What follows belongs to an exercise in optimizing a design on an open flow for a short achievable clock period and few clock cycles; a production flow would make more cautious choices. Only simulation tests tie the RTL to the original design; equivalence was not proved. Power is estimated from default activity; no workload was simulated.

==> 08-07 <==
==> flow/design.v <==
module ksadd16 (
    input  logic [15:0] a, b,
    input  logic        ci,
    output logic [15:0] s,
    output logic        co
);
    logic [15:0] g0, p0, g1, p1, g2, p2, g3, p3, g4, p4;
    logic [15:0] c;                 
    assign g0 = (a & b) | {15'd0, ci & (a[0] ^ b[0])};
    assign p0 = a ^ b;
    genvar i;
    generate
        for (i = 0; i < 16; i++) begin : lv
            if (i >= 1) begin
                assign g1[i] = g0[i] | (p0[i] & g0[i-1]);
                assign p1[i] = p0[i] & p0[i-1];
            end else begin
                assign g1[i] = g0[i];
                assign p1[i] = p0[i];
            end
            if (i >= 2) begin
                assign g2[i] = g1[i] | (p1[i] & g1[i-2]);
                assign p2[i] = p1[i] & p1[i-2];
            end else begin
                assign g2[i] = g1[i];
                assign p2[i] = p1[i];
            end
            if (i >= 4) begin
                assign g3[i] = g2[i] | (p2[i] & g2[i-4]);
                assign p3[i] = p2[i] & p2[i-4];
            end else begin
                assign g3[i] = g2[i];
                assign p3[i] = p2[i];
            end
            if (i >= 8) begin
                assign g4[i] = g3[i] | (p3[i] & g3[i-8]);
                assign p4[i] = p3[i] & p3[i-8];
            end else begin
                assign g4[i] = g3[i];
                assign p4[i] = p3[i];
            end
        end
    endgenerate
    assign c  = {g4[14:0], ci};
    assign s  = p0 ^ c;
    assign co = g4[15];
endmodule
module inc8 (
    input  logic [7:0] a,
    output logic [7:0] y
);
    genvar i;
    generate
        for (i = 0; i < 8; i++) begin : b
            if (i == 0) assign y[i] = ~a[0];
            else        assign y[i] = a[i] ^ (&a[i-1:0]);
        end
    endgenerate
endmodule
module dec8 (
    input  logic [7:0] a,
    output logic [7:0] y
);
    genvar i;
    generate
        for (i = 0; i < 8; i++) begin : b
            if (i == 0) assign y[i] = ~a[0];
            else        assign y[i] = a[i] ^ ~(|a[i-1:0]);
        end
    endgenerate
endmodule
module NanoCPU (
    input  logic ck, rst,
    output logic [7:0]  address,
    input  logic [15:0] dataR,
    output logic [15:0] dataW,
    output logic ce, we,
    output logic halt
);
    logic [15:0] R [3:0];           
    logic [7:0]  AR;                
    logic [7:0]  PCn;               
    logic        dcyc;              
    logic        halted;
    logic        wr;                
    logic        ev;                
    logic        e_alu, e_rd;
    logic [1:0]  e_op;              
    logic [1:0]  edst;
    logic [15:0] A, B;
    logic [15:0] sum, diff, res;
    logic        c_add, c_sub, lt;
    ksadd16 u_add (.a(A), .b(B),  .ci(1'b0), .s(sum),  .co(c_add));
    ksadd16 u_sub (.a(A), .b(~B), .ci(1'b1), .s(diff), .co(c_sub));
    assign lt = ~c_sub;             
    always_comb begin
        case (e_op)
            2'd0:    res = A ^ B;
            2'd1:    res = diff;
            2'd2:    res = sum;
            default: res = {15'd0, lt};
        endcase
    end
    assign address = AR;
    assign dataW   = B;
    assign ce      = 1'b1;
    assign we      = wr;
    assign halt    = halted;
    logic [15:0] pz;
    logic        nz_res;
    assign pz = (A ^ B) ^ {A[14:0] | B[14:0], 1'b0};
    always_comb begin
        case (e_op)
            2'd0, 2'd1: nz_res = A != B;
            2'd2:       nz_res = pz != 16'd0;
            default:    nz_res = lt;
        endcase
    end
    logic [3:0] nzR;                
    logic [15:0] cdat [15:0];
    logic [3:0]  ctag [15:0];
    logic [15:0] cval;
    logic [7:0]  ARm1;              
    logic [7:0]  PCm;               
    logic [7:0]  Wm1;               
    dec8 u_dec (.a(W[11:4]), .y(Wm1));
    logic [15:0] NW;
    logic        hit;               
    logic        fetch;
    logic [15:0] W;
    logic [7:0]  FA, FA1, AR1, PCn1;
    inc8 u_inca (.a(AR),  .y(AR1));
    inc8 u_incp (.a(PCn), .y(PCn1));
    assign fetch = dcyc ? hit : 1'b1;
    assign W     = dcyc ? NW : dataR;
    assign FA    = dcyc ? PCn : AR;
    assign FA1   = dcyc ? PCn1 : AR1;
    logic [15:0] nw_a, nw_p;
    logic        hv_a, hv_p;
    logic        lwr;               
    assign lwr  = !dcyc || wr;
    assign nw_a = cdat[AR[3:0]];
    assign nw_p = cdat[PCn[3:0]];
    assign hv_a = cval[AR[3:0]]  && ctag[AR[3:0]]  == AR[7:4]  && !(lwr && ARm1[3:0] == AR[3:0]);
    assign hv_p = cval[PCn[3:0]] && ctag[PCn[3:0]] == PCn[7:4] && !(lwr && ARm1[3:0] == PCn[3:0]);
    logic [3:0] opc;
    logic f_rd, f_wr, f_alu, f_end;
    assign opc   = W[15:12];
    assign f_end = opc[3];
    assign f_rd  = opc == 4'd0;
    assign f_wr  = opc == 4'd1;
    assign f_alu = opc[3:2] == 2'b01;
    logic f_jmp, f_br, f_mem, cond;
    assign f_jmp = opc == 4'd2;
    assign f_br  = opc == 4'd3;
    assign f_mem = opc[3:1] == 3'd0;
    logic        e_wb, e_ld;
    assign e_wb = ev && e_alu && !dcyc;      
    assign e_ld = dcyc && e_rd;              
    logic [15:0] rA, rB, opA, opB;
    assign rA  = R[W[5:4]];
    assign rB  = R[W[1:0]];
    assign opA = (e_wb && edst == W[5:4]) ? res : (e_ld && edst == W[5:4]) ? dataR : rA;
    assign opB = (e_wb && edst == W[1:0]) ? res : (e_ld && edst == W[1:0]) ? dataR : rB;
    assign cond = (e_wb && edst == W[1:0]) ? nz_res : (e_ld && edst == W[1:0]) ? (dataR != 16'd0) : nzR[W[1:0]];
    always_ff @(posedge ck or posedge rst) begin
        if (rst) begin
            AR <= 8'd0; ARm1 <= 8'hff; dcyc <= 1'b0; halted <= 1'b0; wr <= 1'b0; ev <= 1'b0;
            R[0] <= 16'd0; R[1] <= 16'd0; R[2] <= 16'd0; R[3] <= 16'd0;
            nzR <= 4'd0;
            cval <= 16'd0;
        end else if (!halted) begin
            if (e_ld) begin
                R[edst]   <= dataR;
                nzR[edst] <= dataR != 16'd0;
            end else if (e_wb) begin
                R[edst]   <= res;
                nzR[edst] <= nz_res;
            end
            if (!dcyc) cval[ARm1[3:0]] <= 1'b1;
            if (fetch) begin
                ev   <= 1'b1;
                wr   <= f_wr;
                dcyc <= f_rd || f_wr;
                if (f_end) halted <= 1'b1;
                AR   <= (f_mem || f_jmp || (f_br && cond)) ? W[11:4] : FA1;
                ARm1 <= (f_mem || f_jmp || (f_br && cond)) ? Wm1 : FA;
            end else begin
                ev   <= 1'b0;
                wr   <= 1'b0;
                dcyc <= 1'b0;
                AR   <= PCn;
                ARm1 <= PCm;
            end
        end
    end
    always_ff @(posedge ck) begin
        PCn   <= FA1;
        PCm   <= FA;
        NW    <= dcyc ? nw_p : nw_a;
        hit   <= (dcyc ? hv_p : hv_a) && !(f_wr && W[11:4] == FA1);
        e_alu <= f_alu;
        e_rd  <= f_rd;
        e_op  <= opc[1:0];
        edst  <= f_rd ? W[1:0] : W[9:8];
        A     <= opA;
        B     <= opB;
    end
    genvar gi;
    generate
        for (gi = 0; gi < 16; gi++) begin : line
            always_ff @(posedge ck) begin
                if (ARm1[3:0] == gi) begin
                    if (!dcyc) begin
                        cdat[gi] <= dataR;
                        ctag[gi] <= ARm1[7:4];
                    end else if (wr && ctag[gi] == ARm1[7:4]) begin
                        cdat[gi] <= B;
                    end
                end
            end
        end
    endgenerate
endmodule
==> flow/run.sh <==
#!/bin/bash
# synth_recipe.tcl (not shown) runs the flow's synth.tcl, then flattens the netlist and writes it again
# the make line also repeats each setting of config.mk as NAME=value (left out here)
make -C /OpenROAD-flow-scripts/flow DESIGN_CONFIG=/design/flow/config.mk WORK_HOME=/design/flow/orfs CLKGATE_MAP_FILE= SYNTH_SCRIPT=/design/flow/synth_recipe.tcl finish
==> flow/config.mk <==
export PLATFORM = sky130hd
export DESIGN_NAME = NanoCPU
export DESIGN_NICKNAME = NanoCPU
export VERILOG_FILES = /design/flow/design.v
export SDC_FILE = /design/flow/constraint.sdc
export NUM_CORES = 4
export LEC_CHECK = 0
export ABC_CLOCK_PERIOD_IN_PS = 1500
export CAP_MARGIN = 20
export CORE_MARGIN = 2
export CORE_UTILIZATION = 40
export PLACE_DENSITY = 0.6
export SETUP_SLACK_MARGIN = 3.5
export SLEW_MARGIN = 20
==> flow/constraint.sdc <==
create_clock -name core_clock -period 5.5 [get_ports {ck}]
set_input_delay 1.1000 -clock core_clock [delete_from_list [all_inputs] [get_ports {ck}]]
set_output_delay 1.1000 -clock core_clock [all_outputs]
set_load 0.01 [all_outputs]
==> 11-23: changes against 08-07 <==
--- a/flow/design.v
+++ b/flow/design.v
@@ -113,7 +113,7 @@
         case (e_op)
             2'd0, 2'd1: nz_res = A != B;
             2'd2:       nz_res = pz != 16'd0;
-            default:    nz_res = lt;
+            default:    nz_res = 1'b1;    
         endcase
     end
     logic [3:0] nzR;                
@@ -131,7 +131,9 @@
     logic [7:0]  FA, FA1, AR1, PCn1;
     inc8 u_inca (.a(AR),  .y(AR1));
     inc8 u_incp (.a(PCn), .y(PCn1));
-    assign fetch = dcyc ? hit : 1'b1;
+    logic e_chk, mis;
+    assign mis   = ev && e_chk && !B[0];
+    assign fetch = dcyc ? hit : !mis;
     assign W     = dcyc ? NW : dataR;
     assign FA    = dcyc ? PCn : AR;
     assign FA1   = dcyc ? PCn1 : AR1;
@@ -175,7 +177,7 @@
                 nzR[edst] <= dataR != 16'd0;
             end else if (e_wb) begin
                 R[edst]   <= res;
-                nzR[edst] <= nz_res;
+                nzR[edst] <= (e_op == 2'd3) ? lt : nz_res;
             end
             if (!dcyc) cval[ARm1[3:0]] <= 1'b1;
             if (fetch) begin
@@ -202,6 +204,7 @@
         e_alu <= f_alu;
         e_rd  <= f_rd;
         e_op  <= opc[1:0];
+        e_chk <= f_br && e_wb && edst == W[1:0] && e_op == 2'd3;
         edst  <= f_rd ? W[1:0] : W[9:8];
         A     <= opA;
         B     <= opB;
==> comparison table <==
| item | 08-07 | 11-23 |
|---|---|---|
| Starting density of the core | 40.6% | 40.5% |
| Combined global-route utilization of all metal layers | 31.5% | 31.2% |
| Total of flip-flops plus latches after synthesis | 461 | 462 |
| Final-layout clock buffer total | 68 | 62 |
| Status | no timing/DRC/antenna violations | no timing/DRC/antenna violations |
| Simple-gate share of the synthesized area | 10.6% | 10.5% |
| Met2 track utilization from global routing | 49.5% | 47.6% |
| Portion of total power attributed to the clock network | 43.7% | 17.2% |
| Detail-routed via count per cell | 6.72 | 6.69 |
| Length of the first detailed-routing pass in iterations | 7 | 10 |
| Xor-xnor portion of the synthesized cell area | 4.49% | 4.62% |
| Layout cell share with drive strength beyond 1 | 42.1% | 37.3% |
| Largest power group | sequential cells | combinational cells |
Testbench counts of 08-07, summed over its fixed seeds: cycles 40,833.
Testbench counts of 11-23, summed over its fixed seeds: cycles 41,025.

-- port drivers added, routing unchanged --
In the flow no input, the clock included, has a driving cell. The finished layouts below were timed again as built, in two steps.
Step 1: set_driving_cell puts a clkbuf_16 on ck and a buf_2 on each other input, an assumption about the parent block.
Step 2, shift: input delay + t, output delay - t, t = (earliest + latest rising clock arrival at the registers) / 2. This alone moves slack from input paths to output paths.
a / b / c = no drivers / after step 1 / after step 2; a / b = the first two.
run | t, ns | slack for setup (ns) | hold slack, ns | worst register clock-pin slew, ns | worst slew at a driven data input, ns
08-07 | 0.680 | 2.614 / 2.614 / 2.061 | 0.456 / 0.456 / 0.456 | 0.07 / 0.07 | 0.04
11-23 | 0.667 | 2.701 / 2.682 / 2.073 | 0.465 / 0.465 / 0.465 | 0.07 / 0.07 | 0.07
After both steps setup and hold are still met in every run listed. For 11-23, which loses most, drivers alone change the setup slack by -0.019 ns; drivers and shift together by -0.628 ns.
